Background: an optimization exercise with open tools, aiming at small area and a short achievable clock period. Do not read the settings as production practice.
Function was checked by simulation only, so behaviour that the tests miss may differ from the original.
Power figures rest on the tool's default switching activity, not on a simulated workload.

[design.v]
module mod_alu (
    input logic [32-1:0] pc_i,
    input logic [32-1:0] alu_operand_1_i,
    input logic [32-1:0] alu_operand_2_i,
    input logic [32-1:0] immediate_i,
    input logic c_lui_i,
    input logic c_auipc_i,
    input logic c_jal_i,
    input logic c_jalr_i,
    input logic c_br_i,
    input logic c_load_i,
    input logic c_store_i,
    input logic c_imm_i,
    input logic c_op_i,
    input logic [3-1:0] funct3_i,
    input logic f7_zero_i,   
    input logic f7_sub_i,    
    output logic [32-1:0] target_address_o,
    output logic branch_taken_o,
    output logic [32-1:0] alu_result_o
);
  logic [31:0] a, b;
  assign a = alu_operand_1_i;
  assign b = (c_op_i || c_br_i) ? alu_operand_2_i : immediate_i;
  logic sub;
  assign sub = c_br_i || ((c_op_i || c_imm_i) && funct3_i[2:1] == 2'b01)
               || (c_op_i && funct3_i == 3'b000 && f7_sub_i);
  logic [32:0] sum33;
  assign sum33 = {1'b0, a} + {1'b0, b ^ {32{sub}}} + {32'b0, sub};
  logic [31:0] sum;
  assign sum = sum33[31:0];
  logic ltu, lt;
  assign ltu = !sum33[32];
  assign lt  = (a[31] ^ b[31]) ? a[31] : ltu;
  logic eq;
  assign eq = alu_operand_1_i == alu_operand_2_i;
  logic cond;
  always_comb begin
    case (funct3_i)
      3'b000:  cond = eq;
      3'b001:  cond = !eq;
      3'b100:  cond = lt;
      3'b101:  cond = !lt;
      3'b110:  cond = ltu;
      3'b111:  cond = !ltu;
      default: cond = 1'b0;
    endcase
  end
  assign branch_taken_o = c_jal_i || c_jalr_i || (c_br_i && cond);
  logic [31:0] pc_imm, pc_4;
  assign pc_imm = pc_i + immediate_i;
  assign pc_4   = pc_i + 32'd4;
  assign target_address_o = c_jalr_i ? {sum[31:1], 1'b0} : pc_imm;
  logic [4:0] shamt;
  assign shamt = c_op_i ? alu_operand_2_i[4:0] : immediate_i[4:0];
  logic left;
  assign left = !funct3_i[2];
  logic [31:0] sh_in, sh_out, sh_res;
  always_comb begin
    for (int k = 0; k < 32; k++) sh_in[k] = left ? a[31-k] : a[k];
  end
  logic fill;
  assign fill = f7_sub_i && a[31] && !left;
  assign sh_out = 32'($signed({fill, sh_in}) >>> shamt);
  always_comb begin
    for (int k = 0; k < 32; k++) sh_res[k] = left ? sh_out[31-k] : sh_out[k];
  end
  logic sh_ok;
  assign sh_ok = left || f7_zero_i || f7_sub_i;
  always_comb begin
    alu_result_o = 32'b0;
    if (c_lui_i) alu_result_o = immediate_i;
    else if (c_auipc_i) alu_result_o = pc_imm;
    else if (c_jal_i || c_jalr_i) alu_result_o = pc_4;
    else if (c_load_i || c_store_i) alu_result_o = sum;
    else if (c_imm_i || c_op_i) begin
      case (funct3_i)
        3'b000: alu_result_o = (c_imm_i || f7_zero_i || f7_sub_i) ? sum : 32'b0;
        3'b010: alu_result_o = {31'b0, lt};
        3'b011: alu_result_o = {31'b0, ltu};
        3'b100: alu_result_o = a ^ b;
        3'b110: alu_result_o = a | b;
        3'b111: alu_result_o = a & b;
        default: alu_result_o = sh_ok ? sh_res : 32'b0;   
      endcase
    end
  end
endmodule
module mod_ex (
    input logic rst_i,
    input logic clk_i,
    input logic [32-1:0] pc_i,
    input logic [32-1:0] immediate_i,
    input logic c_lui_i,
    input logic c_auipc_i,
    input logic c_jal_i,
    input logic c_jalr_i,
    input logic c_br_i,
    input logic c_load_i,
    input logic c_store_i,
    input logic c_imm_i,
    input logic c_op_i,
    input logic [3-1:0] funct3_i,
    input logic f7_zero_i,
    input logic f7_sub_i,
    input logic f7_md_i,
    input logic [32-1:0] alu_operand_1_i,
    input logic [32-1:0] alu_operand_2_i,
    output logic [32-1:0] target_address_o,
    output logic branch_taken_o,
    output logic [32-1:0] alu_result_o,
    output logic ex_stb_o
);
  logic muldiv_stb;
  logic [32-1:0] alu_result, muldiv_data;
  logic is_md;
  assign is_md = c_op_i && f7_md_i;
  mod_alu u_alu (
      .pc_i(pc_i),
      .alu_operand_1_i(alu_operand_1_i),
      .alu_operand_2_i(alu_operand_2_i),
      .immediate_i(immediate_i),
      .c_lui_i(c_lui_i),
      .c_auipc_i(c_auipc_i),
      .c_jal_i(c_jal_i),
      .c_jalr_i(c_jalr_i),
      .c_br_i(c_br_i),
      .c_load_i(c_load_i),
      .c_store_i(c_store_i),
      .c_imm_i(c_imm_i),
      .c_op_i(c_op_i),
      .funct3_i(funct3_i),
      .f7_zero_i(f7_zero_i),
      .f7_sub_i(f7_sub_i),
      .target_address_o(target_address_o),
      .branch_taken_o(branch_taken_o),
      .alu_result_o(alu_result)
  );
  mod_muldiv u_muldiv (
      .clk_i(clk_i),
      .rst_i(rst_i),
      .is_muldiv_i(is_md),
      .funct3_i(funct3_i),
      .muldiv_rs0_i(alu_operand_1_i),
      .muldiv_rs1_i(alu_operand_2_i),
      .muldiv_stb_o(muldiv_stb),
      .muldiv_data(muldiv_data)
  );
  assign alu_result_o = is_md ? muldiv_data : alu_result;
  assign ex_stb_o = !is_md || muldiv_stb;
endmodule
module mod_mem_cache #(
    parameter int TAG_BITS  = 25,
    parameter int DATA_BITS = 32
) (
    input logic clk_i,
    input logic rst_i,
    input  logic [         4:0] rd_row_i,
    output logic [TAG_BITS-1:0] rd_tag_o,
    output logic                rd_valid_o,
    output logic [DATA_BITS-1:0] rd_data_o,
    input logic                we_i,
    input logic                inv_i,
    input logic [         4:0] wr_row_i,
    input logic [TAG_BITS-1:0] wr_tag_i,
    input logic [DATA_BITS-1:0] wr_data_i
);
  logic [31:0][TAG_BITS-1:0] tags;
  logic [31:0][DATA_BITS-1:0] datas;
  logic [31:0] valids;
  logic [31:0] rsel;
  always_comb begin
    for (int r = 0; r < 32; r++) rsel[r] = rd_row_i == r[4:0];
  end
  always_comb begin
    rd_tag_o   = '0;
    rd_data_o  = '0;
    rd_valid_o = 1'b0;
    for (int r = 0; r < 32; r++) begin
      rd_tag_o   = rd_tag_o | (tags[r] & {TAG_BITS{rsel[r]}});
      rd_data_o  = rd_data_o | (datas[r] & {DATA_BITS{rsel[r]}});
      rd_valid_o = rd_valid_o | (valids[r] & rsel[r]);
    end
  end
  always_ff @(posedge clk_i) begin
    for (int r = 0; r < 32; r++) begin
      if (we_i && wr_row_i == r[4:0]) begin
        tags[r]  <= wr_tag_i;
        datas[r] <= wr_data_i;
      end
    end
  end
  always_ff @(posedge clk_i) begin
    for (int r = 0; r < 32; r++) begin
      if (rst_i) valids[r] <= 1'b0;
      else if ((we_i || inv_i) && wr_row_i == r[4:0]) valids[r] <= we_i;
    end
  end
endmodule
module mod_mem_ctrl (
    input logic clk_i,
    input logic rst_i,
    input logic [32-1:0] instruction_address_i,
    input logic instruction_address_stb_i,
    output logic instruction_readdata_stb_o,
    input logic [32-1:0] loadstore_address_i,
    input logic loadstore_read_i,
    input logic loadstore_write_i,
    input logic [32-1:0] loadstore_writedata_i,
    input logic [4-1:0] loadstore_byteenable_i,
    output logic loadstore_stb_o,
    input logic memory_ack_i,
    output logic [32-1:0] memory_writedata_o,
    output logic [32-1:0] memory_address_o,
    output logic [4-1:0] memory_byteenable_o,
    output logic memory_write_o,
    output logic memory_strobe_o
);
  logic st_idle, st_wait_load, st_wait_store, st_wait_if, st_done_load, st_done_store, st_done_if;
  logic [31:2] addr_q;
  logic [31:0] wdata_q;
  logic [3:0] be_q;
  logic stb_q;
  logic start_store, start_load, start_if;
  assign start_store = st_idle && loadstore_write_i;
  assign start_load  = st_idle && !loadstore_write_i && loadstore_read_i;
  assign start_if    = st_idle && !loadstore_write_i && !loadstore_read_i && instruction_address_stb_i;
  logic in_wait;
  assign in_wait = st_wait_load || st_wait_store || st_wait_if;
  always_ff @(posedge clk_i) begin
    if (rst_i) begin
      st_idle       <= 1'b1;
      st_wait_load  <= 1'b0;
      st_wait_store <= 1'b0;
      st_wait_if    <= 1'b0;
      st_done_load  <= 1'b0;
      st_done_store <= 1'b0;
      st_done_if    <= 1'b0;
    end else begin
      st_idle       <= (st_idle && !loadstore_write_i && !loadstore_read_i && !instruction_address_stb_i)
                     || st_done_load || st_done_store || st_done_if;
      st_wait_load  <= start_load || (st_wait_load && !memory_ack_i);
      st_wait_store <= start_store || (st_wait_store && !memory_ack_i);
      st_wait_if    <= start_if || (st_wait_if && !memory_ack_i);
      st_done_load  <= st_wait_load && memory_ack_i;
      st_done_store <= st_wait_store && memory_ack_i;
      st_done_if    <= st_wait_if && memory_ack_i;
    end
  end
  always_ff @(posedge clk_i) begin
    if (rst_i || (in_wait && memory_ack_i)) addr_q <= '0;
    else if (start_store || start_load) addr_q <= loadstore_address_i[31:2];
    else if (start_if) addr_q <= instruction_address_i[31:2];
  end
  always_ff @(posedge clk_i) begin
    if (rst_i || (in_wait && memory_ack_i)) begin
      wdata_q <= '0;
      be_q    <= '0;
      stb_q   <= 1'b0;
    end else if (start_store || start_load || start_if) begin
      wdata_q <= start_store ? loadstore_writedata_i : '0;
      be_q    <= start_if ? 4'b1111 : loadstore_byteenable_i;
      stb_q   <= 1'b1;
    end
  end
  assign memory_address_o = {addr_q, 2'b00};
  assign memory_writedata_o = wdata_q;
  assign memory_byteenable_o = be_q;
  assign memory_write_o = st_wait_store;
  assign memory_strobe_o = stb_q;
  assign loadstore_stb_o = st_done_load || st_done_store;
  assign instruction_readdata_stb_o = st_done_if;
endmodule
module mod_mem_data_cache (
    input logic clk_i,
    input logic rst_i,
    input logic [32-1:0] address_i,   
    input logic [32-1:0] writedata_i,
    input logic read_i,
    input logic write_i,
    input logic [4-1:0] byteenable_i,
    output logic [32-1:0] readdata_o,
    output logic stb_o,
    input logic [32-1:0] memory_readdata_i,
    input logic memory_operation_stb_i,
    output logic [32-1:0] memory_address_o,
    output logic [32-1:0] memory_writedata_o,
    output logic [4-1:0] memory_byteenable_o,
    output logic memory_write_o,
    output logic memory_read_o
);
  logic st_idle, st_write, st_miss, st_done;
  logic [24:0] row_tag;
  logic row_valid;
  logic [31:0] row_data;
  logic miss_done, write_done;
  assign miss_done  = st_miss && memory_operation_stb_i;
  assign write_done = st_write && memory_operation_stb_i;
  mod_mem_cache #(.TAG_BITS(25)) u_store (
      .clk_i(clk_i),
      .rst_i(rst_i),
      .rd_row_i(address_i[6:2]),
      .rd_tag_o(row_tag),
      .rd_valid_o(row_valid),
      .rd_data_o(row_data),
      .we_i(miss_done || (write_done && byteenable_i == 4'b1111)),
      .inv_i(write_done),
      .wr_row_i(address_i[6:2]),
      .wr_tag_i(address_i[31:7]),
      .wr_data_i(st_miss ? memory_readdata_i : writedata_i)
  );
  logic hit;
  assign hit = row_valid && (row_tag == address_i[31:7]);
  always_ff @(posedge clk_i) begin
    if (rst_i) begin
      st_idle  <= 1'b1;
      st_write <= 1'b0;
      st_miss  <= 1'b0;
      st_done  <= 1'b0;
    end else begin
      st_idle  <= st_done || (st_idle && !write_i && !read_i);
      st_write <= (st_idle && write_i) || (st_write && !memory_operation_stb_i);
      st_miss  <= (st_idle && !write_i && read_i && !hit) || (st_miss && !memory_operation_stb_i);
      st_done  <= (st_idle && !write_i && read_i && hit) || miss_done || write_done;
    end
  end
  assign stb_o = st_done;
  assign readdata_o = row_data;
  assign memory_address_o = {address_i[31:2], 2'b00};
  assign memory_writedata_o = writedata_i;
  assign memory_byteenable_o = byteenable_i;
  assign memory_write_o = st_write;
  assign memory_read_o = st_miss;
endmodule
module mod_mem_instruction_cache (
    input logic clk_i,
    input logic rst_i,
    input logic abort_i,
    input logic [32-1:0] address_i,   
    input logic read_i,
    output logic [28:0] readdata_o,   
    output logic [32-1:0] address_o,
    output logic busy_o,
    input logic [32-1:0] memory_readdata_i,
    input logic memory_operation_stb_i,
    output logic [32-1:0] memory_address_o,
    output logic memory_read_o
);
  logic st_idle, st_miss, st_abort, st_done;
  logic pend_q;
  logic [31:2] maddr_q;
  logic [31:2] addr_q;
  logic [28:0] data_q;
  logic [24:0] row_tag;
  logic row_valid;
  logic [28:0] row_data;
  function automatic logic [3:0] opcode_class(input logic [6:0] op);
    case (op)
      7'b0110111:    opcode_class = 4'd1;
      7'b0010111:  opcode_class = 4'd2;
      7'b1101111:    opcode_class = 4'd3;
      7'b1100111:   opcode_class = 4'd4;
      7'b1100011: opcode_class = 4'd5;
      7'b0000011:   opcode_class = 4'd6;
      7'b0100011:  opcode_class = 4'd7;
      7'b0010011:    opcode_class = 4'd8;
      7'b0110011:     opcode_class = 4'd9;
      default:    opcode_class = 4'd0;
    endcase
  endfunction
  logic [28:0] mem_word;
  assign mem_word = {memory_readdata_i[31:7], opcode_class(memory_readdata_i[6:0])};
  mod_mem_cache #(.TAG_BITS(25), .DATA_BITS(29)) u_store (
      .clk_i(clk_i),
      .rst_i(rst_i),
      .rd_row_i(address_i[6:2]),
      .rd_tag_o(row_tag),
      .rd_valid_o(row_valid),
      .rd_data_o(row_data),
      .we_i(pend_q),
      .inv_i(1'b0),
      .wr_row_i(addr_q[6:2]),
      .wr_tag_i(addr_q[31:7]),
      .wr_data_i(data_q)
  );
  logic hit;
  assign hit = row_valid && (row_tag == address_i[31:7]);
  logic lookup, go_done_hit, go_miss, miss_done, abort_done;
  assign lookup      = st_idle && read_i;
  assign go_done_hit = lookup && hit;
  assign go_miss     = lookup && !hit;
  assign miss_done   = st_miss && memory_operation_stb_i;
  assign abort_done  = st_abort && memory_operation_stb_i;
  always_ff @(posedge clk_i) begin
    if (rst_i) begin
      st_idle  <= 1'b1;
      st_miss  <= 1'b0;
      st_abort <= 1'b0;
      st_done  <= 1'b0;
    end else begin
      st_idle  <= st_done || (st_idle && (abort_i || !read_i));
      st_miss  <= (st_idle && !abort_i && go_miss) || (st_miss && !memory_operation_stb_i && !abort_i);
      st_abort <= (st_miss && !memory_operation_stb_i && abort_i) || (st_abort && !memory_operation_stb_i);
      st_done  <= (st_idle && !abort_i && go_done_hit) || miss_done || abort_done;
    end
  end
  always_ff @(posedge clk_i) begin
    if (st_idle) maddr_q <= address_i[31:2];
  end
  always_ff @(posedge clk_i) begin
    pend_q <= !rst_i && !abort_i && miss_done;
  end
  always_ff @(posedge clk_i) begin
    if (rst_i || abort_i) begin
      data_q <= '0;
    end else if (go_done_hit) begin
      data_q <= row_data;
    end else if (go_miss || abort_done) begin
      data_q <= '0;
    end else if (miss_done) begin
      data_q <= mem_word;
    end
  end
  always_ff @(posedge clk_i) begin
    if (go_done_hit) addr_q <= address_i[31:2];
    else if (miss_done) addr_q <= maddr_q;
  end
  assign busy_o = !st_idle;
  assign readdata_o = data_q;
  assign address_o = {addr_q, 2'b00};
  assign memory_read_o = st_miss;
  assign memory_address_o = {maddr_q, 2'b00};
endmodule
module mod_muldiv (
    input logic clk_i,
    input logic rst_i,
    input logic is_muldiv_i,   
    input logic [3-1:0] funct3_i,
    input logic [32-1:0] muldiv_rs0_i,
    input logic [32-1:0] muldiv_rs1_i,
    output logic muldiv_stb_o,   
    output logic [32-1:0] muldiv_data
);
  logic [2:0] f3;
  logic [31:0] rs0, rs1;
  assign f3  = funct3_i;
  assign rs0 = muldiv_rs0_i;
  assign rs1 = muldiv_rs1_i;
  logic [2:0] prev_f3;
  logic [31:0] prev_rs0, prev_rs1;
  logic ops_eq, f3_eq, pair;
  assign ops_eq = (prev_rs0 == rs0) && (prev_rs1 == rs1);
  assign f3_eq  = prev_f3 == f3;
  always_comb begin
    case (f3)
      3'b000:  pair = prev_f3 == 3'b001;
      3'b001:  pair = prev_f3 == 3'b000;
      3'b100:  pair = prev_f3 == 3'b110;
      3'b110:  pair = prev_f3 == 3'b100;
      3'b101:  pair = prev_f3 == 3'b111;
      3'b111:  pair = prev_f3 == 3'b101;
      default: pair = 1'b0;
    endcase
  end
  logic trigger;
  assign trigger = !(ops_eq && (f3_eq || (is_muldiv_i && pair)));
  always_ff @(posedge clk_i) begin
    if (is_muldiv_i && trigger) begin
      prev_f3  <= f3;
      prev_rs0 <= rs0;
      prev_rs1 <= rs1;
    end
  end
  logic s0, s1;
  assign s0 = f3[2] ? (!f3[0] && rs0[31]) : ((f3[1:0] != 2'b11) && rs0[31]);
  assign s1 = f3[2] ? (!f3[0] && rs1[31]) : (!f3[1] && rs1[31]);
  logic [31:0] y0, y1, m0, m1;
  assign y0 = rs0 ^ {32{s0}};
  assign y1 = rs1 ^ {32{s1}};
  assign m0 = y0 + {31'b0, s0};
  assign m1 = y1 + {31'b0, s1};
  function automatic logic [4:0] highest_pos(input logic [31:0] d);
    highest_pos = 5'd0;
    for (int k = 0; k < 32; k++) if (d[k]) highest_pos = k[4:0];
  endfunction
  function automatic logic carries_out_top(input logic [31:0] x);
    carries_out_top = !x[0];
    for (int k = 0; k < 31; k++) if (x[k] && !x[k+1]) carries_out_top = 1'b0;
  endfunction
  logic [4:0] hp0, hp1;
  assign hp0 = highest_pos(y0) + {4'b0, s0 && carries_out_top(rs0)};
  assign hp1 = highest_pos(y1) + {4'b0, s1 && carries_out_top(rs1)};
  logic m0_zero, m1_zero;
  assign m0_zero = rs0 == 32'b0;
  assign m1_zero = rs1 == 32'b0;
  logic [32:0] yd;
  assign yd = {1'b0, y0} - {1'b0, y1};
  logic yd_neg, yd_zero, yd_m1;
  assign yd_neg  = yd[32];
  assign yd_zero = y0 == y1;
  assign yd_m1   = yd == 33'h1FFFFFFFF;
  logic m_lt;
  always_comb begin
    case ({s0, s1})
      2'b10:   m_lt = yd_neg && !yd_m1;
      2'b01:   m_lt = yd_neg || yd_zero;
      default: m_lt = yd_neg;
    endcase
  end
  logic direct;
  assign direct = f3[2] ? (m1_zero || m_lt) : (m0_zero || m1_zero);
  logic hpc;   
  assign hpc = hp0 < hp1;
  logic mul_done, mul_sw;
  logic [2:0] mul_k;
  logic [3:0] nib;
  logic [31:0] mul_x, mul_y;
  logic [63:0] acc;
  function automatic logic [6:0] top_nibble(input logic [31:0] m);
    logic [7:0] nz;
    logic seen;
    for (int j = 0; j < 8; j++) nz[j] = |m[4*j+:4];
    top_nibble = 7'd0;
    seen = 1'b0;
    for (int j = 7; j >= 0; j--) begin
      if (nz[j] && !seen) top_nibble = {j[2:0], m[4*j+:4]};
      seen = seen | nz[j];
    end
  endfunction
  logic [6:0] top0, top1, top_b;
  assign top0 = top_nibble(m0);
  assign top1 = top_nibble(m1);
  assign top_b = hpc ? top0 : top1;
  logic [31:0] mul_a, mul_b;
  assign mul_a = mul_sw ? mul_y : mul_x;
  assign mul_b = mul_sw ? mul_x : mul_y;
  logic [2:0] mul_k_next;
  assign mul_k_next = mul_k - 3'd1;
  logic [63:0] acc_step;
  assign acc_step = {acc[59:0], 4'b0} + nib * mul_a;
  always_ff @(posedge clk_i) begin
    if (rst_i) begin
      mul_done <= 1'b0;
      mul_sw   <= 1'b0;
      mul_k    <= 3'd0;
      nib      <= 4'd0;
      acc      <= 64'd0;
    end else if (trigger) begin
      mul_done <= direct;
      mul_sw   <= hpc;
      mul_k    <= top_b[6:4];
      nib      <= top_b[3:0];
      mul_x    <= m0;
      mul_y    <= m1;
      acc      <= 64'd0;
    end else if (!mul_done) begin
      acc <= acc_step;
      if (mul_k == 3'd0) mul_done <= 1'b1;
      mul_k <= mul_k_next;
      nib   <= mul_b[{mul_k_next, 2'b00}+:4];
    end
  end
  logic [5:0] div_j;
  logic [31:0] dvd, dvs, quo;
  logic div_first;
  logic [4:0] div_rot, div_top;
  logic [31:0] dvs_rot, align_mask, dvs_eff;
  assign dvs_rot = ({dvs, dvs} << div_rot) >> 32;
  always_comb begin
    for (int k = 0; k < 32; k++) align_mask[k] = (k[4:0] <= div_top);
  end
  assign dvs_eff = div_first ? (dvs_rot & align_mask) : dvs;
  logic [32:0] dvd_diff;
  assign dvd_diff = {1'b0, dvd} - {1'b0, dvs_eff};
  logic ge;
  assign ge = !dvd_diff[32];
  always_ff @(posedge clk_i) begin
    if (rst_i) begin
      div_j     <= 6'd0;
      dvd       <= 32'd0;
      dvs       <= 32'd0;
      quo       <= 32'd0;
      div_first <= 1'b0;
    end else if (trigger) begin
      dvd       <= m0;
      div_first <= !direct;
      if (direct) begin
        div_j <= 6'd32;
        dvs   <= 32'd0;
        quo   <= m1_zero ? (s0 ? 32'd1 : 32'hFFFFFFFF) : 32'd0;
      end else begin
        div_j <= {1'b0, hp1} + 6'd31 - {1'b0, hp0};
        dvs   <= m1;
        quo   <= 32'd0;
      end
    end else if (div_j != 6'd32) begin
      quo       <= {quo[30:0], ge};
      if (ge) dvd <= dvd_diff[31:0];
      dvs       <= dvs_eff >> 1;
      div_j     <= div_j + 6'd1;
      div_first <= 1'b0;
    end
  end
  always_ff @(posedge clk_i) begin
    if (trigger) begin
      div_rot <= hp0 - hp1;
      div_top <= hp0;
    end
  end
  logic mul_hi, neg;
  assign mul_hi = !f3[2] && (f3[1:0] != 2'b00);
  assign neg = (f3[2] && f3[1]) ? s0 : (s0 ^ s1);
  logic [31:0] sel;
  logic cin;
  always_comb begin
    case (f3)
      3'b000:  sel = acc[31:0];
      3'b001, 3'b010, 3'b011: sel = acc[63:32];
      3'b100, 3'b101: sel = quo;
      default: sel = dvd;
    endcase
  end
  assign cin = mul_hi ? (acc[31:0] == 32'b0) : 1'b1;
  assign muldiv_data = neg ? (~sel + {31'b0, cin}) : sel;
  assign muldiv_stb_o = !trigger && (f3[2] ? (div_j == 6'd32) : mul_done);
endmodule
module mod_pc (
    input logic clk_i,
    input logic rst_i,
    input  logic             stall_i,
    input  logic [32-1:0] pc_i,
    input  logic             pc_stb_i,
    output logic [32-1:0] pc_o
);
  logic [32-1:1] pc;
  assign pc_o = {pc, 1'b0};
  logic pc_zero;
  assign pc_zero = pc == '0;
  always_ff @(posedge clk_i) begin
    if (rst_i) begin
      pc <= 32'hBFC00000 >> 1;
    end else if (pc_zero) begin
      pc <= '0;
    end else if (pc_stb_i) begin
      pc <= pc_i[32-1:1];
    end else if (!stall_i) begin
      pc <= pc + 2;
    end
  end
endmodule
module mod_reg_file (
    input  logic                       clk_i,
    input  logic                       rst_i,
    input  logic                       write_enable_i,
    input  logic [5-1:0] read_addr_1_i,
    input  logic [5-1:0] read_addr_2_i,
    input  logic [5-1:0] write_addr_i,
    input  logic [          32-1:0] write_val_i,
    output logic [          32-1:0] reg_1_o,
    output logic [          32-1:0] reg_2_o,
    output logic [          32-1:0] register_a0
);
  logic [31:1][32-1:0] registers;
  logic [32-1:0] wval;
  assign wval = rst_i ? '0 : write_val_i;
  always_ff @(posedge clk_i) begin
    for (int r = 1; r < 32; r++) begin
      if (rst_i || (write_enable_i && write_addr_i == r[4:0])) registers[r] <= wval;
    end
  end
  always_comb begin
    reg_1_o = '0;
    reg_2_o = '0;
    for (int r = 1; r < 32; r++) begin
      reg_1_o = reg_1_o | (registers[r] & {32{read_addr_1_i == r[4:0]}});
      reg_2_o = reg_2_o | (registers[r] & {32{read_addr_2_i == r[4:0]}});
    end
  end
  assign register_a0 = registers[10];
endmodule
module mod_cpu (
    input logic clk_i,
    input logic rst_i,
    output logic [31:0] register_a0,
    output logic [31:0] wb_adr_o,
    input logic [31:0] wb_dat_i,
    output logic [31:0] wb_dat_o,
    output logic wb_we_o,
    output logic [3:0] wb_sel_o,
    output logic wb_stb_o,
    input logic wb_ack_i,
    output logic wb_cyc_o
);
  logic mem_stall, ex_stall, if_stall_req, lw_hazard;
  logic pc_stall;   
  logic ex_branch_taken;
  logic [32-1:0] ex_target_address;
  logic [32-1:0] pc;
  logic [32-1:0] id_pc;
  logic [28:0] id_instr;   
  logic ex_c_lui, ex_c_auipc, ex_c_jal, ex_c_jalr, ex_c_br, ex_c_load, ex_c_store, ex_c_imm, ex_c_op;
  logic [2:0] ex_funct3;
  logic ex_f7_zero, ex_f7_sub, ex_f7_md;
  logic [32-1:0] ex_reg_1, ex_reg_2, ex_immediate, ex_pc;
  logic [4:0] ex_rs1, ex_rs2, ex_rd;
  logic mem_reg_write_en, mem_load, mem_store;
  logic [2:0] mem_funct3;
  logic [4:0] mem_rd;
  logic [32-1:0] mem_alu_out, mem_reg_2;
  logic wb_reg_write_en;
  logic [4:0] wb_rd;
  logic [32-1:0] wb_value;
  logic ic_busy;
  logic [28:0] ic_readdata;
  logic [32-1:0] ic_readdata_address;
  logic [32-1:0] ic_mem_address;
  logic ic_mem_read, ic_mem_stb;
  logic dc_stb;
  logic [32-1:0] dc_readdata, dc_writedata;
  logic [3:0] dc_byteenable;
  logic [32-1:0] dc_mem_address, dc_mem_writedata;
  logic [3:0] dc_mem_byteenable;
  logic dc_mem_write, dc_mem_read, dc_mem_stb;
  mod_mem_ctrl u_mem_ctrl (
      .clk_i(clk_i),
      .rst_i(rst_i),
      .instruction_address_i(ic_mem_address),
      .instruction_address_stb_i(ic_mem_read),
      .instruction_readdata_stb_o(ic_mem_stb),
      .loadstore_address_i(dc_mem_address),
      .loadstore_read_i(dc_mem_read),
      .loadstore_write_i(dc_mem_write),
      .loadstore_writedata_i(dc_mem_writedata),
      .loadstore_byteenable_i(dc_mem_byteenable),
      .loadstore_stb_o(dc_mem_stb),
      .memory_ack_i(wb_ack_i),
      .memory_writedata_o(wb_dat_o),
      .memory_address_o(wb_adr_o),
      .memory_byteenable_o(wb_sel_o),
      .memory_write_o(wb_we_o),
      .memory_strobe_o(wb_stb_o)
  );
  assign wb_cyc_o = wb_stb_o;
  mod_pc u_mod_pc (
      .clk_i(clk_i),
      .rst_i(rst_i),
      .stall_i(pc_stall || lw_hazard),
      .pc_i(ex_target_address),
      .pc_stb_i(ex_branch_taken),
      .pc_o(pc)
  );
  logic is_instruction_read;
  assign is_instruction_read = !ex_branch_taken && (!pc_stall || pc == 32'hBFC00000);
  mod_mem_instruction_cache u_mod_mem_instruction_cache (
      .clk_i(clk_i),
      .rst_i(rst_i),
      .abort_i(ex_branch_taken),
      .address_i({pc[31:2], 2'b00}),
      .read_i(is_instruction_read),
      .readdata_o(ic_readdata),
      .address_o(ic_readdata_address),
      .busy_o(ic_busy),
      .memory_readdata_i(wb_dat_i),
      .memory_operation_stb_i(ic_mem_stb),
      .memory_address_o(ic_mem_address),
      .memory_read_o(ic_mem_read)
  );
  logic if2id_stall;
  assign if2id_stall = pc_stall || lw_hazard;
  always_ff @(posedge clk_i) begin
    if (rst_i || ex_branch_taken || (if2id_stall && !(mem_stall || ex_stall))) begin
      id_instr <= '0;
    end else if (!if2id_stall) begin
      id_instr <= ic_readdata;
    end
  end
  always_ff @(posedge clk_i) begin
    if (!if2id_stall) id_pc <= ic_readdata_address;
  end
  logic [32-1:0] id_ins;   
  assign id_ins = {id_instr[28:4], 7'b0};
  logic [3:0] id_code;
  assign id_code = id_instr[3:0];
  logic [2:0] id_funct3;
  logic [6:0] id_funct7;
  logic [4:0] id_rs1, id_rs2, id_rd;
  assign id_funct3 = id_ins[14:12];
  assign id_funct7 = id_ins[31:25];
  assign id_rs1 = id_ins[19:15];
  assign id_rs2 = id_ins[24:20];
  assign id_rd = id_ins[11:7];
  logic id_c_lui, id_c_auipc, id_c_jal, id_c_jalr, id_c_br, id_c_load, id_c_store, id_c_imm, id_c_op;
  assign id_c_lui   = id_code == 4'd1;
  assign id_c_auipc = id_code == 4'd2;
  assign id_c_jal   = id_code == 4'd3;
  assign id_c_jalr  = id_code == 4'd4;
  assign id_c_br    = id_code == 4'd5;
  assign id_c_load  = id_code == 4'd6;
  assign id_c_store = id_code == 4'd7;
  assign id_c_imm   = id_code == 4'd8;
  assign id_c_op    = id_code == 4'd9;
  logic id_alu_op2_src;
  assign id_alu_op2_src = id_c_lui || id_c_auipc || id_c_imm || id_c_load || id_c_store
                          || id_c_jal || id_c_jalr;
  logic [4:0] id_rs2_muxed;
  assign id_rs2_muxed = id_alu_op2_src ? 5'd0 : id_rs2;
  logic [32-1:0] id_immediate;
  always_comb begin
    if (id_c_imm || id_c_load || id_c_jalr) id_immediate = {{20{id_ins[31]}}, id_ins[31:20]};
    else if (id_c_store) id_immediate = {{20{id_ins[31]}}, id_ins[31:25], id_ins[11:7]};
    else if (id_c_br)
      id_immediate = {{20{id_ins[31]}}, id_ins[7], id_ins[30:25], id_ins[11:8], 1'b0};
    else if (id_c_lui || id_c_auipc) id_immediate = {id_ins[31:12], 12'b0};
    else if (id_c_jal)
      id_immediate = {{12{id_ins[31]}}, id_ins[19:12], id_ins[20], id_ins[30:21], 1'b0};
    else id_immediate = '0;
  end
  logic [32-1:0] id_reg_1_data, id_reg_2_data, id_reg_1_fwd, id_reg_2_fwd;
  mod_reg_file u_mod_reg_file (
      .clk_i(clk_i),
      .rst_i(rst_i),
      .read_addr_1_i(id_rs1),
      .read_addr_2_i(id_rs2),
      .write_enable_i(wb_reg_write_en),
      .write_addr_i(wb_rd),
      .write_val_i(wb_value),
      .reg_1_o(id_reg_1_data),
      .reg_2_o(id_reg_2_data),
      .register_a0(register_a0)
  );
  assign id_reg_1_fwd = (wb_reg_write_en && id_rs1 == wb_rd) ? wb_value : id_reg_1_data;
  assign id_reg_2_fwd = (wb_reg_write_en && id_rs2 == wb_rd) ? wb_value : id_reg_2_data;
  assign lw_hazard = ((id_rs1 == ex_rs1 && id_rs1 != 0) || (id_rs2 == ex_rs2 && ex_rs2 != 0))
                     && ex_c_load;
  always_ff @(posedge clk_i) begin
    if (rst_i || lw_hazard || ex_branch_taken) begin
      ex_c_lui     <= 1'b0;
      ex_c_auipc   <= 1'b0;
      ex_c_jal     <= 1'b0;
      ex_c_jalr    <= 1'b0;
      ex_c_br      <= 1'b0;
      ex_c_load    <= 1'b0;
      ex_c_store   <= 1'b0;
      ex_c_imm     <= 1'b0;
      ex_c_op      <= 1'b0;
      ex_funct3    <= '0;
      ex_reg_1     <= '0;
      ex_reg_2     <= '0;
      ex_rs1       <= '0;
      ex_rs2       <= '0;
      ex_rd        <= '0;
    end else if (!(mem_stall || ex_stall)) begin
      ex_c_lui     <= id_c_lui;
      ex_c_auipc   <= id_c_auipc;
      ex_c_jal     <= id_c_jal;
      ex_c_jalr    <= id_c_jalr;
      ex_c_br      <= id_c_br;
      ex_c_load    <= id_c_load;
      ex_c_store   <= id_c_store;
      ex_c_imm     <= id_c_imm;
      ex_c_op      <= id_c_op;
      ex_funct3    <= id_funct3;
      ex_reg_1     <= id_reg_1_fwd;
      ex_reg_2     <= id_reg_2_fwd;
      ex_rs1       <= id_rs1;
      ex_rs2       <= id_rs2_muxed;
      ex_rd        <= id_rd;
    end
  end
  always_ff @(posedge clk_i) begin
    if (!(mem_stall || ex_stall)) begin
      ex_f7_zero   <= id_funct7 == 7'b0000000;
      ex_f7_sub    <= id_funct7 == 7'b0100000;
      ex_f7_md     <= id_funct7 == 7'b0000001;
      ex_immediate <= id_immediate;
      ex_pc        <= id_pc;
    end
  end
  logic fw1_m, fw2_m, fw1_w, fw2_w;
  logic ex_reg_write_en;
  assign ex_reg_write_en = ex_c_lui || ex_c_auipc || ex_c_imm || ex_c_op || ex_c_load
                           || ex_c_jal || ex_c_jalr;
  function automatic logic [1:0] fw_sel(input logic m_wen, input logic [4:0] m_rd,
                                        input logic w_wen, input logic [4:0] w_rd,
                                        input logic [4:0] rs);
    if (m_wen && m_rd != 0) fw_sel = {m_rd == rs, 1'b0};
    else if (w_wen && w_rd != 0) fw_sel = {1'b0, w_rd == rs && m_rd != rs};
    else fw_sel = 2'b00;
  endfunction
  logic [1:0] fw1_go, fw2_go, fw1_ex, fw2_ex;
  assign fw1_go = fw_sel(ex_reg_write_en, ex_rd, mem_reg_write_en, mem_rd, id_rs1);
  assign fw2_go = fw_sel(ex_reg_write_en, ex_rd, mem_reg_write_en, mem_rd, id_rs2_muxed);
  assign fw1_ex = fw_sel(1'b0, 5'd0, mem_reg_write_en, mem_rd, ex_rs1);
  assign fw2_ex = fw_sel(1'b0, 5'd0, mem_reg_write_en, mem_rd, ex_rs2);
  always_ff @(posedge clk_i) begin
    if (rst_i || lw_hazard || ex_branch_taken) begin
      {fw1_m, fw1_w} <= 2'b00;
      {fw2_m, fw2_w} <= 2'b00;
    end else if (!mem_stall) begin
      {fw1_m, fw1_w} <= ex_stall ? fw1_ex : fw1_go;
      {fw2_m, fw2_w} <= ex_stall ? fw2_ex : fw2_go;
    end
  end
  logic [32-1:0] ex_op1, ex_op2;
  assign ex_op1 = fw1_m ? mem_alu_out : fw1_w ? wb_value : ex_reg_1;
  assign ex_op2 = fw2_m ? mem_alu_out : fw2_w ? wb_value : ex_reg_2;
  logic [32-1:0] ex_alu_result;
  logic ex_stb;
  mod_ex u_mod_ex (
      .rst_i(rst_i),
      .clk_i(clk_i),
      .pc_i(ex_pc),
      .immediate_i(ex_immediate),
      .c_lui_i(ex_c_lui),
      .c_auipc_i(ex_c_auipc),
      .c_jal_i(ex_c_jal),
      .c_jalr_i(ex_c_jalr),
      .c_br_i(ex_c_br),
      .c_load_i(ex_c_load),
      .c_store_i(ex_c_store),
      .c_imm_i(ex_c_imm),
      .c_op_i(ex_c_op),
      .funct3_i(ex_funct3),
      .f7_zero_i(ex_f7_zero),
      .f7_sub_i(ex_f7_sub),
      .f7_md_i(ex_f7_md),
      .alu_operand_1_i(ex_op1),
      .alu_operand_2_i(ex_op2),
      .target_address_o(ex_target_address),
      .branch_taken_o(ex_branch_taken),
      .alu_result_o(ex_alu_result),
      .ex_stb_o(ex_stb)
  );
  always_ff @(posedge clk_i) begin
    if (rst_i || (ex_stall && !mem_stall)) begin
      mem_reg_write_en <= 1'b0;
      mem_load         <= 1'b0;
      mem_store        <= 1'b0;
      mem_rd           <= '0;
    end else if (!(mem_stall || ex_stall)) begin
      mem_reg_write_en <= ex_reg_write_en;
      mem_load         <= ex_c_load;
      mem_store        <= ex_c_store;
      mem_rd           <= ex_rd;
    end
  end
  always_ff @(posedge clk_i) begin
    if (!(mem_stall || ex_stall)) begin
      mem_funct3  <= ex_funct3;
      mem_alu_out <= ex_alu_result;
      mem_reg_2   <= ex_op2;
    end
  end
  logic [1:0] mem_off;
  assign mem_off = mem_alu_out[1:0];
  always_comb begin
    case (mem_funct3)
      3'b000, 3'b100: dc_byteenable = 4'b0001 << mem_off;
      3'b001, 3'b101: dc_byteenable = 4'b0011 << mem_off;
      3'b010: dc_byteenable = 4'b1111;
      default: dc_byteenable = 4'b0000;
    endcase
  end
  always_comb begin
    case (mem_funct3)
      3'b000: begin
        case (mem_off)
          2'd3: dc_writedata = {mem_reg_2[7:0], 24'b0};
          2'd2: dc_writedata = {8'b0, mem_reg_2[7:0], 16'b0};
          2'd1: dc_writedata = {16'b0, mem_reg_2[7:0], 8'b0};
          default: dc_writedata = {24'b0, mem_reg_2[7:0]};
        endcase
      end
      3'b001: dc_writedata = (mem_off == 2'd0) ? {16'b0, mem_reg_2[15:0]} : {mem_reg_2[15:0], 16'b0};
      3'b010: dc_writedata = mem_reg_2;
      default: dc_writedata = '0;
    endcase
  end
  mod_mem_data_cache u_mod_mem_data_cache (
      .clk_i(clk_i),
      .rst_i(rst_i),
      .address_i({mem_alu_out[31:2], 2'b00}),
      .writedata_i(dc_writedata),
      .read_i(mem_load),
      .write_i(mem_store),
      .byteenable_i(dc_byteenable),
      .readdata_o(dc_readdata),
      .stb_o(dc_stb),
      .memory_readdata_i(wb_dat_i),
      .memory_operation_stb_i(dc_mem_stb),
      .memory_address_o(dc_mem_address),
      .memory_writedata_o(dc_mem_writedata),
      .memory_byteenable_o(dc_mem_byteenable),
      .memory_write_o(dc_mem_write),
      .memory_read_o(dc_mem_read)
  );
  logic [32-1:0] mem_loaded_value;
  logic [7:0] ld_byte;
  logic [15:0] ld_half;
  always_comb begin
    case (mem_off)
      2'd0: ld_byte = dc_readdata[7:0];
      2'd1: ld_byte = dc_readdata[15:8];
      2'd2: ld_byte = dc_readdata[23:16];
      default: ld_byte = dc_readdata[31:24];
    endcase
    ld_half = (mem_off == 2'd0) ? dc_readdata[15:0] : dc_readdata[31:16];
    case (mem_funct3)
      3'b000: mem_loaded_value = {{24{ld_byte[7]}}, ld_byte};
      3'b001: mem_loaded_value = {{16{ld_half[15]}}, ld_half};
      3'b010: mem_loaded_value = dc_readdata;
      3'b100: mem_loaded_value = {24'b0, ld_byte};
      3'b101: mem_loaded_value = {16'b0, ld_half};
      default: mem_loaded_value = '0;
    endcase
  end
  always_ff @(posedge clk_i) begin
    if (rst_i) begin
      wb_reg_write_en <= 1'b0;
    end else if (!mem_stall) begin
      wb_reg_write_en <= mem_reg_write_en;
    end
  end
  always_ff @(posedge clk_i) begin
    if (!mem_stall) begin
      wb_rd    <= mem_rd;
      wb_value <= mem_load ? mem_loaded_value : mem_alu_out;
    end
  end
  assign mem_stall = !dc_stb && (mem_load || mem_store);
  assign ex_stall = !ex_stb;
  assign if_stall_req = ic_busy || id_c_br || id_c_jal || id_c_jalr;
  assign pc_stall = mem_stall || ex_stall || if_stall_req;
endmodule
[flow/run.sh]
#!/bin/bash
# Layout: the standard flow (standard.sh), unchanged except that every
# setup repair (after floorplan, CTS and global routing) aims for a slack
# margin well above zero, and does not clone gates (cloning once overloaded a
# driver past its max slew / max capacitance). The clock period and all
# constraints stay as they are; the margin only makes the resizer shorten the
# critical paths, which lowers the period the layout achieves.
export SETUP_SLACK_MARGIN=14.2
export SKIP_GATE_CLONING=1
bash standard.sh finish > standard.log 2>&1
[standard.sh]
#!/bin/bash
# synth_recipe.tcl (not shown) runs the flow's synth.tcl, then flattens the netlist and writes it again
# the make line also repeats each setting of config.mk as NAME=value (left out here)
make -C /OpenROAD-flow-scripts/flow DESIGN_CONFIG=/design/flow/config.mk WORK_HOME=/design/flow/orfs CLKGATE_MAP_FILE= SYNTH_SCRIPT=/design/flow/synth_recipe.tcl "${@:-finish}"
[config.mk]
export PLATFORM = sky130hd
export DESIGN_NAME = mod_cpu
export DESIGN_NICKNAME = mod_cpu
export VERILOG_FILES = /design/flow/design.v
export SDC_FILE = /design/flow/constraint.sdc
export NUM_CORES = 8
export LEC_CHECK = 0
export CAP_MARGIN = 20
export CORE_MARGIN = 2
export CORE_UTILIZATION = 50
export CTS_BUF_LIST = sky130_fd_sc_hd__clkbuf_16
export CTS_CLUSTER_DIAMETER = 80
export CTS_CLUSTER_SIZE = 24
export PLACE_DENSITY = 0.65
export SLEW_MARGIN = 20
[constraint.sdc]
create_clock -name core_clock -period 20.0 [get_ports {clk_i}]
set_input_delay 4.0000 -clock core_clock [delete_from_list [all_inputs] [get_ports {clk_i}]]
set_output_delay 4.0000 -clock core_clock [all_outputs]
set_load 0.01 [all_outputs]
==> results.sh, run 1 <==
export IMPL_outcome="complete, no violations"
export IMPL_drc=0
export IMPL_clock_path_buffers=4
export IMPL_yosys_area_top_type_share_pct=62.5
export IMPL_grt_pass1_wl_um=1370000
export IMPL_postPlaceCellArea_um2=248000
export IMPL_post_synth_mux_area_share_pct=2.49
export IMPL_critPathKind="register to register"
export IMPL_clk_pin_slew_ps=100
export IMPL_hold_class="register to register"
export IMPL_post_dp_hpwl_um=606000
export IMPL_grt_usage_pct=41.3
export IMPL_ys_flop_type="edfxtp_1"
export IMPL_cap_violations=0
export IMPL_antenna_found_initial=67
export IMPL_cp_common_cell="buf_12"
export IMPL_synthXorXnorAreaFrac_pct=2.08
export IMPL_crit_family="compound AO/OA/AOI/OAI gates"
export IMPL_p_per_area_nw_per_um2=112
export IMPL_crit_buf_inv=5
export IMPL_utilization_pct=55.1
export IMPL_tns_ps=0
export IMPL_fillers=38500
export IMPL_grt_max_degree=85
export IMPL_syn_area_um2=238000
export IMPL_min_period_ps=6160
export IMPL_critPathMaxStageDelay_ps=520
export IMPL_ir_worst_vdd_uv=159
export IMPL_cp_end_kind="register"
export IMPL_rr_worst_depth=22
export IMPL_seq_area_frac_synth_pct=66.8
export IMPL_ant_nets=0
export IMPL_yosys_area_share_simple_pct=8.17
export IMPL_synth_adder_area_share_pct=2.21
export IMPL_max_freq_ghz=0.162
export IMPL_critPathSlowestCell="o21a_2"
export IMPL_required_ps=20900
export IMPL_rows=253
export IMPL_synthCells=17600
export IMPL_rsz0062_at_grt="true"
export IMPL_die_x_um=693
export IMPL_skew_ps=107
export IMPL_synth_most_common_cell="edfxtp_1"
export IMPL_hold_path_depth=2
export IMPL_path_cells="buf_12 > buf_12 > mux2i_1 > o21a_2 > inv_1 > xnor2_1 > ha_1 > a21oi_1 > xnor2_1 > nand4_1 > nor2_1 > o2111ai_1 > nor4_2 > nand4_1 > nor4_2 > o2111ai_1 > a2111oi_2 > or4b_4 > o31a_1 > buf_12 > buf_8 > o31ai_1"
export IMPL_synth_top_cell_by_area="edfxtp_1"
export IMPL_multi_input_area_um2=75800
export IMPL_synth_seq_cells=5460
export IMPL_grt_pass1_vias=164000
export IMPL_clock_sinks=5460
export IMPL_drt_iter0_drc=35600
export IMPL_core_um2=474000
export IMPL_tritoncts="yes"
export IMPL_viasPerCell=7.44
export IMPL_worst_ep_arrival_time_ps=7060
export IMPL_synth_compound_area_share_pct=15.5
export IMPL_regArea_um2=159000
export IMPL_min_period_over_period_pct=30.8
export IMPL_cts_max_level=5
export IMPL_synth_area_leaders="edfxtp_1 (62%), a22oi_1 (6.6%), dfxtp_1 (4.3%)"
export IMPL_finalHoldViolations=0
export IMPL_p_leak_nw=86.4
export IMPL_top_level_ports=138
export IMPL_finalSetupViolations=0
export IMPL_drive_gt1_share_pct=12.2
export IMPL_fin_area_um2=261000
export IMPL_overflow=0
export IMPL_tightestPinTransition_ps=1330
export IMPL_worstSetupPathDepth=22
export IMPL_via_count=179000
export IMPL_slew_headroom_pct=10.9
export IMPL_floorplan_initialDensity_pct=50.1
export IMPL_dieArea_um2=481000
export IMPL_ys_types=112
export IMPL_ys_warn_count=10
export IMPL_wirelength_um=1030000
export IMPL_async_flop_share_pct=0
export IMPL_drv_slew=0
export IMPL_clkLatencyLatePin_ps=1070
export IMPL_cp_start_kind="register"
export IMPL_postSynthAreaPerCell_um2=13.5
export IMPL_fp_dieH_um=693
export IMPL_synth_top_family_by_area="compound AO/OA/AOI/OAI gates"
export IMPL_synth_common_cells="edfxtp_1 (4,944), a22oi_1 (2,076), nand2_1 (1,202), nor2_1 (1,087), clkbuf_1 (909)"
export IMPL_gp_congestion=1.02
export IMPL_final_net_count=18000
export IMPL_port_buffers=135
export IMPL_synth_edf_count=4944
export IMPL_crit_fanout=19
export IMPL_routedWlPerCell_um=42.8
export IMPL_layout_area_overhead_vs_synth_pct=10.0
export IMPL_numCtsBuffers=288
export IMPL_drt_pass1_iter_count=14
export IMPL_cts_root_buf="clkbuf_16"
[flip-flops by register name, indices dropped and copies added (netlist names), 64 cells and up, named ones only]
| name | flops |
|---|---|
| u_mod_mem_data_cache.u_store.datas | 1024 |
| u_mod_reg_file.registers | 992 |
| u_mod_mem_instruction_cache.u_store.datas | 928 |
| u_mod_mem_instruction_cache.u_store.tags | 800 |
| u_mod_ex.u_muldiv.acc | 64 |
| u_mod_mem_data_cache.u_store.tags | 800 |
[worst paths after layout]
kind / start / endpoint / slack (ps)
setup / recovery: fw2_w / u_mod_ex.u_muldiv.dvs[20] / 13840
hold reg to reg: u_mod_mem_instruction_cache.st_done / u_mod_mem_instruction_cache.st_idle / 420
hold / removal: u_mod_mem_instruction_cache.st_done / u_mod_mem_instruction_cache.st_idle / 420
setup reg to reg: fw2_w / u_mod_ex.u_muldiv.dvs[20] / 13840
[area by class of cell]
| cell class | instances | share of cell area, % |
|---|---|---|
| Antenna cell | 64 | 0.0613 |
| Clock buffer | 290 | 2.78 |
| Clock inverter | 161 | 0.568 |
| Inverter | 383 | 0.636 |
| Multi-Input combinational cell | 10500 | 29.0 |
| Sequential cell | 5460 | 60.8 |
| Tap cell | 6247 | 2.99 |
| Timing Repair Buffer | 927 | 3.13 |
[tightest hold or removal path, delay by kind of cell, from the launching register on]
family / cells / cell delay (ps)
AND/OR/NAND/NOR: 2 / 70
flip-flops: 1 / 320
[cell families after synthesis]
| logic type | count (synthesis) |
|---|---|
| muxes | 462 |
| DFF | 5460 |
| and+or+nand+nor | 4066 |
| adders and majority gates | 362 |
| xor gates and xnor gates | 564 |
| AOI/OAI and AO/OA | 5038 |
| other | 1 |
| buffers and inverters | 1623 |
[stage by stage]
step                hold WS (ps)  worst slack [ps]  power [mW]  instances
floorplan                    382             13610        18.6      17600
finish                       418             13840        29.3      24000
detailed placement           393             11490        21.8      23300
global route                 431             13650        29.9      24000
global placement             389             11540        21.8      23300
CTS                          415             14080        28.5      23800
[cell usage in the layout (no fill, tap or decap), types with 379 or more instances in the layout]
cell type  instances
dfxtp_1          461
nand4_1          538
xnor2_1          385
a21oi_1          637
nand2_1         1183
nor2_1           946
a22oi_1         2075
edfxtp_1        4944
inv_1            379
buf_4            662
[report_power, final]
| part | total, mW | internal [mW] | switching [mW] |
|---|---|---|---|
| registers | 13.9 | 13.3 | 0.598 |
| logic | 8.70 | 2.84 | 5.86 |
| clock network | 6.69 | 2.79 | 3.90 |
[metal layers]
metal / up-vias / GRT usage (%) / part of all wire, %
met5: - / 1.09 / 0.075
met4: 54 / 27.8 / 8.8
met3: 4106 / 13.9 / 15
met2: 16200 / 61.4 / 43
met1: 88900 / 51.3 / 34
li1: 69500 / - / -
[what timing repair did]
item,in CTS,in global routing
hold buffers,0,0
pin swaps,19,32
buffers inserted,111,103
resized for setup,537,225
endpoints found under the setup margin,1597,904
endpoints found under the hold margin,0,0
==> inputs of run 2 (changes only) <==
--- a/design.v
+++ b/design.v
@@ -561,50 +561,43 @@
     end
   end
   logic [5:0] div_j;
-  logic [31:0] dvd, dvs, quo;
-  logic div_first;
-  logic [4:0] div_rot, div_top;
+  logic [31:0] dvd, quo;
+  logic [4:0] div_rot;
+  logic [5:0] div_top;   
   logic [31:0] dvs_rot, align_mask, dvs_eff;
-  assign dvs_rot = ({dvs, dvs} << div_rot) >> 32;
+  assign dvs_rot = ({mul_y, mul_y} << div_rot) >> 32;
   always_comb begin
-    for (int k = 0; k < 32; k++) align_mask[k] = (k[4:0] <= div_top);
+    for (int k = 0; k < 32; k++) align_mask[k] = !div_top[5] && (k[4:0] <= div_top[4:0]);
   end
-  assign dvs_eff = div_first ? (dvs_rot & align_mask) : dvs;
+  assign dvs_eff = dvs_rot & align_mask;
   logic [32:0] dvd_diff;
   assign dvd_diff = {1'b0, dvd} - {1'b0, dvs_eff};
   logic ge;
   assign ge = !dvd_diff[32];
   always_ff @(posedge clk_i) begin
     if (rst_i) begin
-      div_j     <= 6'd0;
-      dvd       <= 32'd0;
-      dvs       <= 32'd0;
-      quo       <= 32'd0;
-      div_first <= 1'b0;
+      div_j   <= 6'd0;
+      dvd     <= 32'd0;
+      quo     <= 32'd0;
+      div_top <= 6'h3F;
     end else if (trigger) begin
-      dvd       <= m0;
-      div_first <= !direct;
+      dvd     <= m0;
+      div_rot <= hp0 - hp1;
       if (direct) begin
-        div_j <= 6'd32;
-        dvs   <= 32'd0;
-        quo   <= m1_zero ? (s0 ? 32'd1 : 32'hFFFFFFFF) : 32'd0;
+        div_j   <= 6'd32;
+        div_top <= 6'h3F;
+        quo     <= m1_zero ? (s0 ? 32'd1 : 32'hFFFFFFFF) : 32'd0;
       end else begin
-        div_j <= {1'b0, hp1} + 6'd31 - {1'b0, hp0};
-        dvs   <= m1;
-        quo   <= 32'd0;
+        div_j   <= {1'b0, hp1} + 6'd31 - {1'b0, hp0};
+        div_top <= {1'b0, hp0};
+        quo     <= 32'd0;
       end
     end else if (div_j != 6'd32) begin
-      quo       <= {quo[30:0], ge};
+      quo     <= {quo[30:0], ge};
       if (ge) dvd <= dvd_diff[31:0];
-      dvs       <= dvs_eff >> 1;
-      div_j     <= div_j + 6'd1;
-      div_first <= 1'b0;
-    end
-  end
-  always_ff @(posedge clk_i) begin
-    if (trigger) begin
-      div_rot <= hp0 - hp1;
-      div_top <= hp0;
+      div_rot <= div_rot - 5'd1;
+      if (!div_top[5]) div_top <= div_top - 6'd1;
+      div_j   <= div_j + 6'd1;
     end
   end
   logic mul_hi, neg;
@@ -936,19 +929,18 @@
       mem_reg_write_en <= 1'b0;
       mem_load         <= 1'b0;
       mem_store        <= 1'b0;
+      mem_funct3       <= '0;
       mem_rd           <= '0;
+      mem_alu_out      <= '0;
+      mem_reg_2        <= '0;
     end else if (!(mem_stall || ex_stall)) begin
       mem_reg_write_en <= ex_reg_write_en;
       mem_load         <= ex_c_load;
       mem_store        <= ex_c_store;
+      mem_funct3       <= ex_funct3;
       mem_rd           <= ex_rd;
-    end
-  end
-  always_ff @(posedge clk_i) begin
-    if (!(mem_stall || ex_stall)) begin
-      mem_funct3  <= ex_funct3;
-      mem_alu_out <= ex_alu_result;
-      mem_reg_2   <= ex_op2;
+      mem_alu_out      <= ex_alu_result;
+      mem_reg_2        <= ex_op2;
     end
   end
   logic [1:0] mem_off;
@@ -1017,14 +1009,12 @@
   always_ff @(posedge clk_i) begin
     if (rst_i) begin
       wb_reg_write_en <= 1'b0;
+      wb_rd           <= '0;
+      wb_value        <= '0;
     end else if (!mem_stall) begin
       wb_reg_write_en <= mem_reg_write_en;
-    end
-  end
-  always_ff @(posedge clk_i) begin
-    if (!mem_stall) begin
-      wb_rd    <= mem_rd;
-      wb_value <= mem_load ? mem_loaded_value : mem_alu_out;
+      wb_rd           <= mem_rd;
+      wb_value        <= mem_load ? mem_loaded_value : mem_alu_out;
     end
   end
   assign mem_stall = !dc_stb && (mem_load || mem_store);
==> run 2 against run 1 <==
Compared with the run above: the layout now fails its checks (antenna violations); synthesized cell count up 0.41%; power down 24%; sequential power down about 10%; die area down 0.37%; worst setup slack better by 220 ps; hold slack better by 7.1 ps; first-iteration DRC count up 5.3%.
==> results.sh, run 2 <==
export IMPL_top_layer_used="met5"
export IMPL_postSynthAreaPerCell_um2=13.4
export IMPL_required_ps=20640
export IMPL_ys_types=113
export IMPL_seq_area_frac_synth_pct=66.4
export IMPL_drt_pass1_iter_count=14
export IMPL_p_leak_nw=87.1
export IMPL_drc=0
export IMPL_synth_seq_cells=5428
export IMPL_yosys_area_top_type_share_pct=61.3
export IMPL_wl_met2_um=452000
export IMPL_p_comb_share_pct=12.6
export IMPL_cts_root_buf="clkbuf_16"
export IMPL_drive_gt1_share_pct=13.7
export IMPL_floorplan_initialDensity_pct=50.2
export IMPL_crit_fanout=46
export IMPL_async_flop_share_pct=0
export IMPL_synth_top_cell_by_area="edfxtp_1"
export IMPL_tns_ps=0
export IMPL_critPathKind="primary input to register"
export IMPL_top_register="u_mod_mem_data_cache.u_store.datas"
export IMPL_critPathSlowestCell="buf_4"
export IMPL_pwr_share_seq_pct=56.6
export IMPL_drv_slew=0
export IMPL_cap_violations=0
export IMPL_largest_register_ffs=1024
export IMPL_fillers=38000
export IMPL_overflow=0
export IMPL_met1Wirelength_um=356000
export IMPL_via_count=182000
export IMPL_gp_congestion=1.07
export IMPL_clock_path_buffers=4
export IMPL_synth_most_common_cell="edfxtp_1"
export IMPL_ant_nets=1
export IMPL_reg_top3="u_mod_mem_data_cache.u_store.datas (1024), u_mod_reg_file.registers (992), u_mod_mem_instruction_cache.u_store.datas (928)"
export IMPL_finalHoldViolations=0
export IMPL_grt_usage_pct=42.5
export IMPL_tritoncts="yes"
export IMPL_min_period_over_period_pct=29.7
export IMPL_min_period_ps=5940
export IMPL_port_buffers=135
export IMPL_layout_area_overhead_vs_synth_pct=11.3
export IMPL_layout_common_cells="edfxtp_1 (4,835), a22oi_1 (2,096), nand2_1 (1,157)"
export IMPL_power_switching_mw=5.86
export IMPL_hold_class="register to register"
export IMPL_wirelength_um=1060000
export IMPL_ir_worst_vdd_uv=83.9
export IMPL_worst_ep_arrival_time_ps=6580
export IMPL_dieArea_um2=479000
export IMPL_synth_area_leaders="edfxtp_1 (61%), a22oi_1 (6.6%), dfxtp_1 (5.0%)"
export IMPL_final_net_count=18100
export IMPL_ys_warn_count=10
export IMPL_cp_start_kind="primary input"
export IMPL_ys_flop_type="edfxtp_1"
export IMPL_so_violations="antenna violations"
export IMPL_critPathMaxStageDelay_ps=780
export IMPL_top_level_ports=138
export IMPL_max_freq_ghz=0.168
export IMPL_clock_sinks=5428
export IMPL_outcome="complete, but fails checks"
export IMPL_layout_commonest_cell="edfxtp_1"
export IMPL_cts_max_level=5
export IMPL_drt_iter0_drc=37500
export IMPL_finalSetupViolations=0
export IMPL_swShare_pct=26.4
export IMPL_p_per_area_nw_per_um2=84.1
export IMPL_grt_pass1_wl_um=1410000
export IMPL_internal_power_mw=16.3
export IMPL_routedWlPerCell_um=43.7
export IMPL_antenna_found_initial=68
export IMPL_wl_met3_um=159000
export IMPL_clk_pin_slew_ps=90
export IMPL_die_x_um=692
export IMPL_r2r_slack_ps=14100
export IMPL_numCtsBuffers=296
export IMPL_syn_area_um2=237000
export IMPL_tightestPinTransition_ps=1480
export IMPL_skew_ps=78.7
export IMPL_synthCells=17600
export IMPL_cp_end_kind="register"
export IMPL_synth_edf_count=4835
export IMPL_hold_worst_slack_ps=425
export IMPL_grt_max_degree=80
export IMPL_clkLatencyLatePin_ps=1040
export IMPL_path_cells="buf_8 > buf_4 > buf_6 > a21o_2 > buf_4"
export IMPL_post_dp_hpwl_um=635000
export IMPL_synth_common_cells="edfxtp_1 (4,835), a22oi_1 (2,096), nand2_1 (1,173), nor2_1 (1,052), clkbuf_1 (908)"
export IMPL_rsz0062_at_grt="true"
export IMPL_slew_headroom_pct=1.33
export IMPL_core_um2=471000
export IMPL_fp_dieH_um=692
export IMPL_viasPerCell=7.51
export IMPL_cp_common_cell="buf_4"
export IMPL_rows=252
export IMPL_clkPwrFrac_pct=30.8
export IMPL_grt_pass1_vias=166000
-- run 2: logic make-up (layout without fill, tap and decap cells) --
logic type / Yosys count / count (layout) / synth area share, %
AOI/OAI and AO/OA: 5107 / 5107 / 15.8
xor gates and xnor gates: 537 / 537 / 1.99
adders and majority gates: 367 / 367 / 2.25
buffers and inverters: 1612 / 1876 / 2.71
DFF: 5428 / 5428 / 66.4
muxes: 513 / 513 / 2.68
other: 1 / 77 / 0.00158
and+or+nand+nor: 4083 / 4083 / 8.22
-- run 2: routing by layer --
| metal | vias to the layer above | GRT usage, % |
|---|---|---|
| met3 | 4391 | 15.1 |
| met4 | 50 | 26.9 |
| met1 | 90100 | 52.9 |
| met5 | - | 0.190 |
| met2 | 17000 | 63.1 |
| li1 | 70200 | - |
-- run 2: area by class of cell --
type                       count  area (um^2)  area share, %
multi-input combinational  10600        77900           29.6
inverter                     341         1510          0.575
timing repair buffer        1070         9750           3.70
clock inverter               161         1530          0.581
sequential                  5428       157000           59.7
clock buffer                 304         7610           2.89
antenna                       75          188         0.0712
tap                         6223         7790           2.96
-- run 2: final timing paths --
path | from | endpoint | depth (start not counted)
max | rst_i | u_mod_reg_file.registers[348] | 5
min | id_pc[27] | ex_pc[27] | 0
max reg2reg | u_mod_pc.pc[4] | u_mod_mem_instruction_cache.addr_q[25] | 19
min reg2reg | id_pc[27] | ex_pc[27] | 0
-- run 2: worst max-delay path: cells and delay by family --
| family | cells | cell delay, ps |
|---|---|---|
| buffers and inverters | 4 | 2190 |
| AOI/OAI and AO/OA | 1 | 160 |
-- run 2: what timing repair did --
action | 4_1_cts | 5_1_grt
gates resized for setup | 637 | 329
endpoints found under the setup margin | 621 | 313
pin swaps | 36 | 99
setup buffers | 166 | 147
hold buffers | 0 | 0
-- run 2: power by group through the flow --
stage	Clock (mW)	Combinational (mW)	Sequential, mW
floorplan	0	1.64	12.7
global placement	0	2.47	12.8
detailed placement	0	2.48	12.8
CTS	6.79	2.57	12.5
global route	7.15	2.94	12.6
finish	6.82	2.79	12.5
-- run 2: stage by stage --
stage	utilization (%)	power [mW]	std cells	cell area (um^2)	worst slack, ps
after floorplan	-	14.4	17600	237000	13720
after global placement	52.5	15.3	23300	247000	11670
after detailed placement	52.5	15.3	23300	247000	11600
after CTS	55.1	21.9	24000	260000	14040
after global routing	55.9	22.6	24100	263000	14070
final	55.9	22.2	24200	263000	14060
==> inputs of run 3 (changes only) <==
--- a/design.v
+++ b/design.v
@@ -103,7 +103,7 @@
     input logic [3-1:0] funct3_i,
     input logic f7_zero_i,
     input logic f7_sub_i,
-    input logic f7_md_i,
+    input logic is_md_i,   
     input logic [32-1:0] alu_operand_1_i,
     input logic [32-1:0] alu_operand_2_i,
     output logic [32-1:0] target_address_o,
@@ -114,7 +114,7 @@
   logic muldiv_stb;
   logic [32-1:0] alu_result, muldiv_data;
   logic is_md;
-  assign is_md = c_op_i && f7_md_i;
+  assign is_md = is_md_i;
   mod_alu u_alu (
       .pc_i(pc_i),
       .alu_operand_1_i(alu_operand_1_i),
@@ -693,7 +693,7 @@
   logic [28:0] id_instr;   
   logic ex_c_lui, ex_c_auipc, ex_c_jal, ex_c_jalr, ex_c_br, ex_c_load, ex_c_store, ex_c_imm, ex_c_op;
   logic [2:0] ex_funct3;
-  logic ex_f7_zero, ex_f7_sub, ex_f7_md;
+  logic ex_f7_zero, ex_f7_sub, ex_is_md;
   logic [32-1:0] ex_reg_1, ex_reg_2, ex_immediate, ex_pc;
   logic [4:0] ex_rs1, ex_rs2, ex_rd;
   logic mem_reg_write_en, mem_load, mem_store;
@@ -836,6 +836,7 @@
       ex_c_store   <= 1'b0;
       ex_c_imm     <= 1'b0;
       ex_c_op      <= 1'b0;
+      ex_is_md     <= 1'b0;
       ex_funct3    <= '0;
       ex_reg_1     <= '0;
       ex_reg_2     <= '0;
@@ -852,6 +853,7 @@
       ex_c_store   <= id_c_store;
       ex_c_imm     <= id_c_imm;
       ex_c_op      <= id_c_op;
+      ex_is_md     <= id_c_op && id_funct7 == 7'b0000001;
       ex_funct3    <= id_funct3;
       ex_reg_1     <= id_reg_1_fwd;
       ex_reg_2     <= id_reg_2_fwd;
@@ -864,7 +866,6 @@
     if (!(mem_stall || ex_stall)) begin
       ex_f7_zero   <= id_funct7 == 7'b0000000;
       ex_f7_sub    <= id_funct7 == 7'b0100000;
-      ex_f7_md     <= id_funct7 == 7'b0000001;
       ex_immediate <= id_immediate;
       ex_pc        <= id_pc;
     end
@@ -916,7 +917,7 @@
       .funct3_i(ex_funct3),
       .f7_zero_i(ex_f7_zero),
       .f7_sub_i(ex_f7_sub),
-      .f7_md_i(ex_f7_md),
+      .is_md_i(ex_is_md),
       .alu_operand_1_i(ex_op1),
       .alu_operand_2_i(ex_op2),
       .target_address_o(ex_target_address),
==> run 3 against run 2 <==
Compared with the run above: now clean on timing, DRC and antenna; critical path depth down 4; maximum frequency barely moved; critical path type is now register to output pin; global-route usage is 0.44 points lower; final cell count is 0.19% lower; hold slack lost 20 ps; clock skew up 32 ps; register-to-register slack improved by 100 ps; critical endpoint is now register_a0[29]; first-iteration DRC count increased by 11%; count of clock-buffer cells in the layout shrank 7; die area grew 0.45%; non-clock buffer count shrank 148.
==> results.sh, run 3 <==
export IMPL_p_leak_nw=85.9
export IMPL_drive_gt1_share_pct=12.3
export IMPL_synth_top_cell_by_area="edfxtp_1"
export IMPL_finalPower_mw=22.1
export IMPL_grt_usage_pct=42.0
export IMPL_required_ps=16000
export IMPL_tightestPinTransition_ps=1420
export IMPL_cap_violations=0
export IMPL_gp_congestion=1.05
export IMPL_postPlaceCellArea_um2=249000
export IMPL_routedWlPerCell_um=43.5
export IMPL_postSynthAreaPerCell_um2=13.4
export IMPL_outcome="complete, no violations"
export IMPL_post_dp_hpwl_um=638000
export IMPL_top_register="u_mod_mem_data_cache.u_store.datas"
export IMPL_clock_sinks=5428
export IMPL_syn_area_um2=238000
export IMPL_min_period_over_period_pct=29.7
export IMPL_grt_max_degree=88
export IMPL_crit_buf_inv=1
export IMPL_layout_area_overhead_vs_synth_pct=9.96
export IMPL_rows=253
export IMPL_fillers=38500
export IMPL_slew_headroom_pct=5.37
export IMPL_cp_start_kind="register"
export IMPL_p_per_area_nw_per_um2=84.6
export IMPL_numCtsBuffers=291
export IMPL_regArea_um2=157000
export IMPL_cp_end_kind="output pin"
export IMPL_top_level_ports=138
export IMPL_cts_root_buf="clkbuf_16"
export IMPL_fin_area_um2=261000
export IMPL_final_net_count=18100
export IMPL_cts_hold_buf=0
export IMPL_layout_setup_ws_ps=14060
export IMPL_critPathKind="register to output pin"
export IMPL_finalHoldViolations=0
export IMPL_hold_start="id_pc[19]"
export IMPL_hold_class="register to register"
export IMPL_utilization_pct=55.1
export IMPL_antenna_found_initial=70
export IMPL_finalSetupViolations=0
export IMPL_fp_dieH_um=694
export IMPL_crit_family="flip-flops"
export IMPL_reg_top3="u_mod_mem_data_cache.u_store.datas (1024), u_mod_reg_file.registers (992), u_mod_mem_instruction_cache.u_store.datas (928)"
export IMPL_hold_worst_slack_ps=405
export IMPL_drt_iter0_drc=41600
export IMPL_final_cell_count_no_fill=24200
export IMPL_critPathSlowestCell="edfxtp_1"
## run 3: cell types whose count changed after synthesis, moves of 30 or more
| cell | delta |
|---|---|
| clkbuf_1 | +51 |
| o21ai_0 | +36 |
| a21oi_1 | +58 |
| a22oi_1 | -77 |
| nor2_1 | -143 |
| xnor2_1 | +43 |
| and3_1 | +30 |
| nand2_1 | +33 |
## run 3: layout make-up
cell class	instances	share of cell area, %
inverters	347	0.583
well taps	6247	2.99
flip-flops and latches	5428	60.2
repair buffers	922	3.11
diodes	38	0.0364
multi-input cells	10700	29.7
clock inverters	159	0.600
clock buffers	297	2.84
## run 3: how the worst max path moves through the flow
stage	cells after the start	from	slack [ps]	to
final	1	u_mod_reg_file.registers[317]	14060	register_a0[29]
after global routing	1	u_mod_reg_file.registers[317]	14060	register_a0[29]
after CTS	2	u_mem_ctrl.stb_q	14030	wb_stb_o
after detailed placement	21	fw2_w	11840	u_mod_mem_instruction_cache.addr_q[18]
after global placement	21	fw2_w	11960	u_mod_mem_instruction_cache.addr_q[15]
after floorplan	4	rst_i	13990	u_mod_reg_file.registers[672]
## run 3: power by group
group	leakage (nW)	switching (mW)	internal [mW]
registers	49.3	0.192	12.4
clock network	4.62	3.93	2.87
logic	31.9	1.74	0.994
## run 3: logic make-up after synthesis
family / Yosys count / share of synthesized area [%]
xor+xnor: 551 / 2.03
buf+inv: 1640 / 2.71
other cells: 1 / 0.00158
mux: 526 / 2.80
flops: 5428 / 66.1
compound gates: 5194 / 15.9
fa+ha+maj: 367 / 2.24
simple gates: 4087 / 8.30
## run 3: what timing repair did
| action | in CTS | in global routing |
|---|---|---|
| setup buffers | 73 | 86 |
| pin swaps | 10 | 25 |
| endpoints found under the setup margin | 708 | 659 |
| resized for setup | 566 | 225 |
## run 3: routing by layer
metal,global-route usage [%],vias up,share of wire [%]
met1,57.0,91400,35
li1,-,70400,-
met3,15.5,3881,17
met2,58.4,18100,40
met4,23.1,70,7.2
met5,0.830,-,0.095

[static timing again, ports no longer ideal]
The results above use ideal ports. As a check the final layouts listed here were re-extracted and re-timed, cells and wires unchanged. Step 1 assumes that a clkbuf_16 drives the clock port and a buf_2 every other input. Step 2, shift: input delay + t, output delay - t, t = (earliest + latest rising clock arrival at the registers) / 2. This alone moves slack from input paths to output paths. a / b / c = no drivers / after step 1 / after step 2; a / b = the first two.
run | t (ns) | setup WS [ns]
run 1 | 1.152 | 13.840 / 13.840 / 13.027
run 2 | 1.130 | 14.058 / 14.029 / 13.000
run 3 | 1.184 | 14.056 / 13.955 / 12.896
